Background: an optimization exercise with open tools, aiming at small area. Do not read the settings as production practice.
Only simulation tests tie the RTL to the original design; equivalence was not proved.
No driver is modelled on the clock port, so clock power and skew are understated where the tree is cut down; a real chip needs a root buffer or a tree.
Power is estimated from default activity; no workload was simulated.

==> inputs of job 1285 <==
## spi_ip
module spi_ip #
(
    parameter integer C_S_AXI_DATA_WIDTH = 32,
    parameter integer C_S_AXI_ADDR_WIDTH = 4
)
(
    input  logic                                s_axi_aclk,
    input  logic                                s_axi_aresetn,
    input  logic [C_S_AXI_ADDR_WIDTH-1 : 0]     s_axi_awaddr,
    input  logic [2 : 0]                        s_axi_awprot,
    input  logic                                s_axi_awvalid,
    output logic                                s_axi_awready,
    input  logic [C_S_AXI_DATA_WIDTH-1 : 0]     s_axi_wdata,
    input  logic [(C_S_AXI_DATA_WIDTH/8)-1 : 0] s_axi_wstrb,
    input  logic                                s_axi_wvalid,
    output logic                                s_axi_wready,
    output logic [1 : 0]                        s_axi_bresp,
    output logic                                s_axi_bvalid,
    input  logic                                s_axi_bready,
    input  logic [C_S_AXI_ADDR_WIDTH-1 : 0]     s_axi_araddr,
    input  logic [2 : 0]                        s_axi_arprot,
    input  logic                                s_axi_arvalid,
    output logic                                s_axi_arready,
    output logic [C_S_AXI_DATA_WIDTH-1 : 0]     s_axi_rdata,
    output logic [1 : 0]                        s_axi_rresp,
    output logic                                s_axi_rvalid,
    input  logic                                s_axi_rready,
    output logic                                spi_sclk,
    output logic                                spi_mosi,
    input  logic                                spi_miso,
    output logic                                spi_cs_n
);
Settings: LEC_CHECK=0, CAP_MARGIN=20, CORE_MARGIN=2, CORE_UTILIZATION=40, SLEW_MARGIN=20, SYNTH_HIERARCHICAL=1; clock period 10.0 ns.
standard.sh (not shown) runs the stock make flow with config.mk's settings and CLKGATE_MAP_FILE= SYNTH_SCRIPT=/design/flow/synth_recipe.tcl, a recipe that flattens the netlist after the stock synthesis.
==> flow/flow/run.sh <==
#!/bin/bash
# The standard layout (standard.sh, with its unchanged synthesis), plus:
# - after synthesis, every combinational cell is set to the smallest drive
#   strength of its function (downsize.py); the layout's repair steps size
#   up again where a net needs it;
# - the port buffers use the smallest buffer cell;
# - the clock tree is flat: after clock tree synthesis, clocktree.tcl
#   replaces its buffers with four clkbuf_16, each driving one cluster of
#   flip-flops straight from the clock port;
# - the constant outputs share one tie cell.
# Each step's full log is under orfs/logs; make's output goes to synth.log
# and standard.log, downsize.py's to downsize.log.
set -euo pipefail
export BUFFER_PORTS_ARGS="-buffer_cell sky130_fd_sc_hd__buf_1"
export CTS_ARGS="-sink_clustering_enable -repair_clock_nets -dont_use_dummy_load"
export SKIP_REPAIR_TIE_FANOUT=1
export POST_CTS_TCL="$PWD/flow/clocktree.tcl"
bash standard.sh synth > synth.log 2>&1
python3 flow/downsize.py orfs/results/$FLOW_PLATFORM/spi_ip/base/1_2_yosys.v \
  "$FLOW_HOME/platforms/$FLOW_PLATFORM/lib/sky130_fd_sc_hd__tt_025C_1v80.lib" > downsize.log 2>&1
bash standard.sh > standard.log 2>&1
==> flow/flow/clocktree.tcl <==
# Replace the clock tree built by clock_tree_synthesis with a flat one: the
# clock port drives CLOCK_BUFS (default 4) clkbuf_16 buffers, each driving
# the flip-flops of one cluster of sinks, placed at the cluster's centre.
set nbuf 4
if { [info exists ::env(CLOCK_BUFS)] } { set nbuf $::env(CLOCK_BUFS) }
set block [ord::get_db_block]
set db [ord::get_db]
set master [$db findMaster sky130_fd_sc_hd__clkbuf_16]

set port_net [[$block findBTerm s_axi_aclk] getNet]

# Walk the existing tree: every buffer/inverter reached from the port is
# removed, every other input pin reached is a sink.
set sinks {}
set old_insts {}
set old_nets {}
set todo [list $port_net]
while { [llength $todo] > 0 } {
  set net [lindex $todo 0]
  set todo [lrange $todo 1 end]
  foreach it [$net getITerms] {
    if { ![$it isInputSignal] } { continue }
    set inst [$it getInst]
    set m [[$inst getMaster] getName]
    if { [string match "sky130_fd_sc_hd__clkbuf_*" $m] || [string match "sky130_fd_sc_hd__clkinv*" $m] || [string match "sky130_fd_sc_hd__buf_*" $m] || [string match "sky130_fd_sc_hd__inv_*" $m] || [string match "sky130_fd_sc_hd__bufinv*" $m] || [string match "sky130_fd_sc_hd__clkinvlp*" $m]} {
      if { [string match "sky130_fd_sc_hd__*inv*" $m] } {
        utl::error FLW 1 "inverter $m in the clock tree"
      }
      lappend old_insts $inst
      foreach o [$inst getITerms] {
        if { [$o isOutputSignal] && [$o getNet] ne "NULL" } {
          lappend todo [$o getNet]
          lappend old_nets [$o getNet]
        }
      }
    } else {
      lappend sinks $it
    }
  }
}
puts "clocktree: [llength $sinks] sinks, removing [llength $old_insts] buffers"
foreach it $sinks { $it disconnect }
foreach inst $old_insts { odb::dbInst_destroy $inst }
foreach net $old_nets { odb::dbNet_destroy $net }

# Cluster sinks: k-means on pin locations, seeded by splitting along x.
set pts {}
foreach it $sinks {
  set inst [$it getInst]
  set loc [$inst getLocation]
  lappend pts [list [lindex $loc 0] [lindex $loc 1] $it]
}
set pts [lsort -integer -index 0 $pts]
set n [llength $pts]
set cent {}
for {set k 0} {$k < $nbuf} {incr k} {
  set sx 0; set sy 0; set c 0
  for {set i [expr {$k*$n/$nbuf}]} {$i < [expr {($k+1)*$n/$nbuf}]} {incr i} {
    set p [lindex $pts $i]; incr sx [lindex $p 0]; incr sy [lindex $p 1]; incr c
  }
  lappend cent [list [expr {$sx/$c}] [expr {$sy/$c}]]
}
for {set iter 0} {$iter < 20} {incr iter} {
  set groups {}
  for {set k 0} {$k < $nbuf} {incr k} { lappend groups {} }
  foreach p $pts {
    set best 0; set bd -1
    for {set k 0} {$k < $nbuf} {incr k} {
      set c [lindex $cent $k]
      set d [expr {abs([lindex $p 0]-[lindex $c 0]) + abs([lindex $p 1]-[lindex $c 1])}]
      if { $bd < 0 || $d < $bd } { set bd $d; set best $k }
    }
    lset groups $best [concat [lindex $groups $best] [list $p]]
  }
  set cent {}
  foreach g $groups {
    set sx 0; set sy 0; set c 0
    foreach p $g { incr sx [lindex $p 0]; incr sy [lindex $p 1]; incr c }
    if { $c == 0 } { set c 1 }
    lappend cent [list [expr {$sx/$c}] [expr {$sy/$c}]]
  }
}

for {set k 0} {$k < $nbuf} {incr k} {
  set g [lindex $groups $k]
  set c [lindex $cent $k]
  set inst [odb::dbInst_create $block $master "clkbuf_flat_$k"]
  $inst setLocation [lindex $c 0] [lindex $c 1]
  $inst setPlacementStatus PLACED
  set net [odb::dbNet_create $block "clknet_flat_$k"]
  $net setSigType CLOCK
  [$inst findITerm A] connect $port_net
  [$inst findITerm X] connect $net
  foreach p $g { [lindex $p 2] connect $net }
  puts "clocktree: buffer $k drives [llength $g] sinks"
}
$port_net setSigType CLOCK

detailed_placement
estimate_parasitics -placement
repair_timing -hold -setup_margin 0 -hold_margin 0
detailed_placement
check_placement -verbose
Other scripts of this flow, unchanged in this note and not shown: flow/flow/downsize.py
==> job 9700 (differences from job 1285) <==
--- a/flow/design.v
+++ b/flow/design.v
@@ -22,40 +22,39 @@
     wire idle   = ~st[1] & ~st[0];
     wire in_st  = ~st[1] &  st[0];
     wire trans  =  st[1] &  st[0];
     wire sample = ~sclk_q & cnt[1] & ~cnt[3] & cnt[4] & cnt[6];
     wire fall   =  sclk_q & ~cnt[2] & ~cnt[4] & ~cnt[6];
-    wire all7   = &bit_cnt;
-    wire last   = fall & all7;
-    wire step   = fall & ~all7;
-    wire shift  = in_st | step;
+    wire last   = fall & (&bit_cnt);
+    wire shift  = in_st | (fall & ~(&bit_cnt));
     wire load   = idle & start;
     assign busy    = st[1] | st[0];
     assign cs_n    = ~st[1];
     assign sclk    = sclk_q;
     assign rx_bits = {mosi, sr};
     assign rx_load = st[1] & ~st[0];
     always_ff @(posedge clk or negedge rst_n) begin
         if (!rst_n) begin
             st   <= 2'b00;
+            done <= 1'b0;
             mosi <= 1'b0;
             sclk_q <= 1'b0;
         end else begin
             sclk_q <= trans & (sclk_q ? ~fall : sample);
             st[1] <= st[0];
             st[0] <= (~st[1] & (st[0] | start)) | (trans & ~last);
+            done  <= st[1] & ~st[0];
             if (shift) mosi <= sr[6];
         end
     end
     wire keep_hi = ~load & ~shift;
     wire keep_lo = ~load & ~sample;
     spi_shreg #(.W(6)) u_sr_hi (.clk(clk), .ld(load), .sh(shift),  .keep(keep_hi),
                                 .d(tx_data[7:2]), .si(sr[0]), .q(sr[6:1]));
     spi_shreg #(.W(1)) u_sr_lo (.clk(clk), .ld(load), .sh(sample), .keep(keep_lo),
                                 .d(tx_data[1]),   .si(miso),  .q(sr[0]));
-    spi_cnt3 u_bits (.clk(clk), .inc(step), .keep(st[1] & ~(st[0] & step)), .q(bit_cnt));
-    assign done = idle & all7;
+    spi_cnt3 u_bits (.clk(clk), .inc(fall), .keep(trans & ~fall), .q(bit_cnt));
     always_ff @(posedge clk) begin
         if (trans & ~fall) cnt <= {cnt[5:0], cnt[6] ^ cnt[0]};
         else               cnt <= CNT0;
     end
 endmodule
@@ -119,11 +118,10 @@
 );
     logic [31:0] reg_ctrl;
     logic [31:0] reg_tx;
     logic [7:0]  reg_rx;
     logic axi_ready_w, axi_bvalid, axi_arready, axi_rvalid;
-    logic [1:0]  rd_st;
     logic        rd_ctrl, rd_tx;
     logic [7:0]  rd_lo;
     logic [7:0]  rx_bits;
     logic        rx_load, spi_busy, spi_done;
     spi_master u_spi_master (
@@ -143,17 +141,13 @@
     assign s_axi_awready = axi_ready_w;
     assign s_axi_wready  = axi_ready_w;
     assign s_axi_bvalid  = axi_bvalid;
     assign s_axi_bresp   = 2'b00;
     assign s_axi_arready = axi_arready;
-    assign axi_rvalid    = rd_st[1] | rd_st[0];
-    assign rd_ctrl       = rd_st[1] & ~rd_st[0];
-    assign rd_tx         = rd_st[1] &  rd_st[0];
     assign s_axi_rvalid  = axi_rvalid;
     assign s_axi_rresp   = 2'b00;
-    spi_rdmux u_rdmux (.sel_a(rd_ctrl), .sel_b(rd_tx), .a(reg_ctrl), .b(reg_tx), .lo(rd_lo),
-                       .y(s_axi_rdata));
+    assign s_axi_rdata   = ({32{rd_ctrl}} & reg_ctrl) | ({32{rd_tx}} & reg_tx) | {24'b0, rd_lo};
     wire rstn   = s_axi_aresetn;
     wire aw_go  = rstn & ~axi_ready_w & s_axi_awvalid & s_axi_wvalid;
     wire cap    = ~axi_rvalid;
     wire cap_st = cap & (s_axi_araddr[3:2] == 2'b01);
     wire cap_rx = cap & (s_axi_araddr[3:2] == 2'b11);
@@ -169,16 +163,15 @@
     spi_reg #(.W(32)) u_tx   (.clk(s_axi_aclk), .ld(wr_t), .keep(keep_t), .d(s_axi_wdata), .q(reg_tx));
     always_ff @(posedge s_axi_aclk) begin
         axi_ready_w <= aw_go;
         axi_bvalid  <= rstn & (axi_ready_w | (axi_bvalid & ~s_axi_bready));
         axi_arready <= rstn & ~axi_arready & s_axi_arvalid;
+        axi_rvalid  <= rstn & (axi_arready | (axi_rvalid & ~s_axi_rready));
     end
-    wire rd_go   = rstn & axi_arready;
-    wire rd_keep = rstn & ~axi_arready & axi_rvalid & ~s_axi_rready;
-    spi_reg #(.W(2)) u_rdresp (.clk(s_axi_aclk), .ld(rd_go), .keep(rd_keep),
-                               .d({~s_axi_araddr[2], s_axi_araddr[3] | s_axi_araddr[2]}),
-                               .q(rd_st));
+    spi_reg #(.W(2)) u_rdsel (.clk(s_axi_aclk), .ld(cap), .keep(axi_rvalid),
+                              .d({s_axi_araddr[3:2] == 2'b10, s_axi_araddr[3:2] == 2'b00}),
+                              .q({rd_tx, rd_ctrl}));
     spi_reg2 #(.W(2)) u_rdst (.clk(s_axi_aclk), .ld_a(cap_rx), .ld_b(cap_st), .keep(axi_rvalid),
                               .a(reg_rx[1:0]), .b({spi_done, spi_busy}), .q(rd_lo[1:0]));
 endmodule
 module spi_reg2 #(parameter integer W = 2) (
     input  logic         clk,
@@ -198,15 +191,5 @@
     input  logic [W-1:0] d,
     output logic [W-1:0] q
 );
     always_ff @(posedge clk) q <= ({W{ld}} & d) | ({W{keep}} & q);
 endmodule
-module spi_rdmux (
-    input  logic        sel_a,
-    input  logic        sel_b,
-    input  logic [31:0] a,
-    input  logic [31:0] b,
-    input  logic [7:0]  lo,
-    output logic [31:0] y
-);
-    assign y = ({32{sel_a}} & a) | ({32{sel_b}} & b) | {24'b0, lo};
-endmodule
==> flow/flow/run.sh (replaced) <==
#!/bin/bash
# The standard layout (standard.sh, with its unchanged synthesis), plus:
# - after synthesis, every combinational cell is set to the smallest drive
#   strength of its function (downsize.py); the layout's repair steps size
#   up again where a net needs it;
# - the port buffers use the smallest buffer cell;
# - clock tree synthesis adds no dummy loads;
# - the constant outputs share one tie cell.
# Each step's full log is under orfs/logs; make's output goes to synth.log
# and standard.log, downsize.py's to downsize.log.
set -euo pipefail
export BUFFER_PORTS_ARGS="-buffer_cell sky130_fd_sc_hd__buf_1"
export CTS_ARGS="-sink_clustering_enable -repair_clock_nets -dont_use_dummy_load"
export SKIP_REPAIR_TIE_FANOUT=1
bash standard.sh synth > synth.log 2>&1
python3 flow/downsize.py orfs/results/$FLOW_PLATFORM/spi_ip/base/1_2_yosys.v \
  "$FLOW_HOME/platforms/$FLOW_PLATFORM/lib/sky130_fd_sc_hd__tt_025C_1v80.lib" > downsize.log 2>&1
bash standard.sh > standard.log 2>&1
removed: flow/flow/clocktree.tcl
==> job 9569 (differences from job 1285) <==
--- a/flow/design.v
+++ b/flow/design.v
@@ -22,40 +22,39 @@
     wire idle   = ~st[1] & ~st[0];
     wire in_st  = ~st[1] &  st[0];
     wire trans  =  st[1] &  st[0];
     wire sample = ~sclk_q & cnt[1] & ~cnt[3] & cnt[4] & cnt[6];
     wire fall   =  sclk_q & ~cnt[2] & ~cnt[4] & ~cnt[6];
-    wire all7   = &bit_cnt;
-    wire last   = fall & all7;
-    wire step   = fall & ~all7;
-    wire shift  = in_st | step;
+    wire last   = fall & (&bit_cnt);
+    wire shift  = in_st | (fall & ~(&bit_cnt));
     wire load   = idle & start;
     assign busy    = st[1] | st[0];
     assign cs_n    = ~st[1];
     assign sclk    = sclk_q;
     assign rx_bits = {mosi, sr};
     assign rx_load = st[1] & ~st[0];
     always_ff @(posedge clk or negedge rst_n) begin
         if (!rst_n) begin
             st   <= 2'b00;
+            done <= 1'b0;
             mosi <= 1'b0;
             sclk_q <= 1'b0;
         end else begin
             sclk_q <= trans & (sclk_q ? ~fall : sample);
             st[1] <= st[0];
             st[0] <= (~st[1] & (st[0] | start)) | (trans & ~last);
+            done  <= st[1] & ~st[0];
             if (shift) mosi <= sr[6];
         end
     end
     wire keep_hi = ~load & ~shift;
     wire keep_lo = ~load & ~sample;
     spi_shreg #(.W(6)) u_sr_hi (.clk(clk), .ld(load), .sh(shift),  .keep(keep_hi),
                                 .d(tx_data[7:2]), .si(sr[0]), .q(sr[6:1]));
     spi_shreg #(.W(1)) u_sr_lo (.clk(clk), .ld(load), .sh(sample), .keep(keep_lo),
                                 .d(tx_data[1]),   .si(miso),  .q(sr[0]));
-    spi_cnt3 u_bits (.clk(clk), .inc(step), .keep(st[1] & ~(st[0] & step)), .q(bit_cnt));
-    assign done = idle & all7;
+    spi_cnt3 u_bits (.clk(clk), .inc(fall), .keep(trans & ~fall), .q(bit_cnt));
     always_ff @(posedge clk) begin
         if (trans & ~fall) cnt <= {cnt[5:0], cnt[6] ^ cnt[0]};
         else               cnt <= CNT0;
     end
 endmodule
@@ -119,11 +118,10 @@
 );
     logic [31:0] reg_ctrl;
     logic [31:0] reg_tx;
     logic [7:0]  reg_rx;
     logic axi_ready_w, axi_bvalid, axi_arready, axi_rvalid;
-    logic [1:0]  rd_st;
     logic        rd_ctrl, rd_tx;
     logic [7:0]  rd_lo;
     logic [7:0]  rx_bits;
     logic        rx_load, spi_busy, spi_done;
     spi_master u_spi_master (
@@ -143,17 +141,13 @@
     assign s_axi_awready = axi_ready_w;
     assign s_axi_wready  = axi_ready_w;
     assign s_axi_bvalid  = axi_bvalid;
     assign s_axi_bresp   = 2'b00;
     assign s_axi_arready = axi_arready;
-    assign axi_rvalid    = rd_st[1] | rd_st[0];
-    assign rd_ctrl       = rd_st[1] & ~rd_st[0];
-    assign rd_tx         = rd_st[1] &  rd_st[0];
     assign s_axi_rvalid  = axi_rvalid;
     assign s_axi_rresp   = 2'b00;
-    spi_rdmux u_rdmux (.sel_a(rd_ctrl), .sel_b(rd_tx), .a(reg_ctrl), .b(reg_tx), .lo(rd_lo),
-                       .y(s_axi_rdata));
+    assign s_axi_rdata   = ({32{rd_ctrl}} & reg_ctrl) | ({32{rd_tx}} & reg_tx) | {24'b0, rd_lo};
     wire rstn   = s_axi_aresetn;
     wire aw_go  = rstn & ~axi_ready_w & s_axi_awvalid & s_axi_wvalid;
     wire cap    = ~axi_rvalid;
     wire cap_st = cap & (s_axi_araddr[3:2] == 2'b01);
     wire cap_rx = cap & (s_axi_araddr[3:2] == 2'b11);
@@ -169,16 +163,15 @@
     spi_reg #(.W(32)) u_tx   (.clk(s_axi_aclk), .ld(wr_t), .keep(keep_t), .d(s_axi_wdata), .q(reg_tx));
     always_ff @(posedge s_axi_aclk) begin
         axi_ready_w <= aw_go;
         axi_bvalid  <= rstn & (axi_ready_w | (axi_bvalid & ~s_axi_bready));
         axi_arready <= rstn & ~axi_arready & s_axi_arvalid;
+        axi_rvalid  <= rstn & (axi_arready | (axi_rvalid & ~s_axi_rready));
     end
-    wire rd_go   = rstn & axi_arready;
-    wire rd_keep = rstn & ~axi_arready & axi_rvalid & ~s_axi_rready;
-    spi_reg #(.W(2)) u_rdresp (.clk(s_axi_aclk), .ld(rd_go), .keep(rd_keep),
-                               .d({~s_axi_araddr[2], s_axi_araddr[3] | s_axi_araddr[2]}),
-                               .q(rd_st));
+    spi_reg #(.W(2)) u_rdsel (.clk(s_axi_aclk), .ld(cap), .keep(axi_rvalid),
+                              .d({s_axi_araddr[3:2] == 2'b10, s_axi_araddr[3:2] == 2'b00}),
+                              .q({rd_tx, rd_ctrl}));
     spi_reg2 #(.W(2)) u_rdst (.clk(s_axi_aclk), .ld_a(cap_rx), .ld_b(cap_st), .keep(axi_rvalid),
                               .a(reg_rx[1:0]), .b({spi_done, spi_busy}), .q(rd_lo[1:0]));
 endmodule
 module spi_reg2 #(parameter integer W = 2) (
     input  logic         clk,
@@ -198,15 +191,5 @@
     input  logic [W-1:0] d,
     output logic [W-1:0] q
 );
     always_ff @(posedge clk) q <= ({W{ld}} & d) | ({W{keep}} & q);
 endmodule
-module spi_rdmux (
-    input  logic        sel_a,
-    input  logic        sel_b,
-    input  logic [31:0] a,
-    input  logic [31:0] b,
-    input  logic [7:0]  lo,
-    output logic [31:0] y
-);
-    assign y = ({32{sel_a}} & a) | ({32{sel_b}} & b) | {24'b0, lo};
-endmodule
==> notes <==
Job 9700 ran to the end with no violations. Job 1285 completed without violations. Job 9569 went through all stages and came out clean. Against job 9700, the synthesized cell count of job 1285 is higher by 1.6%. Power: job 9700 is higher than job 9569 (3.2%). In critical path depth, job 9569 and job 1285 do not differ. The highest via count belongs to job 1285, the lowest to job 9569.
In job 1285 and job 9569 the design's own scripts or RTL, not TritonCTS, make the clock network.

-- static timing again, ports no longer ideal --
How much do the figures lean on ideal ports? The routed layouts below were timed once more, with nothing changed but the port constraints. Step 1 (the two cells are an assumption about what drives the block):
set clk [get_ports {s_axi_aclk}]
set_driving_cell -lib_cell sky130_fd_sc_hd__clkbuf_16 $clk
set_driving_cell -lib_cell sky130_fd_sc_hd__buf_2 [delete_from_list [all_inputs] $clk]
Step 2 adds t to the input delays and takes it off the output delays; t is the mean of the earliest and latest rising clock arrival at the registers after step 1. Input paths then give back, and output paths get back, about the clock's delay inside the block. Slacks: ideal / step 1 / step 2; pairs: ideal / step 1.
run	t, ns	setup slack, ns	worst data-port slew with drivers (ns)
job 1285	0.225	6.202 / 6.137 / 6.362	0.05
job 9700	0.379	6.263 / 6.232 / 6.195	0.05
job 9569	0.228	6.323 / 6.346 / 6.140	0.05
After both steps every run listed still meets setup and hold. The setup slack of job 9569, which loses most, moves by +0.023 ns with the drivers and by -0.183 ns with both steps.
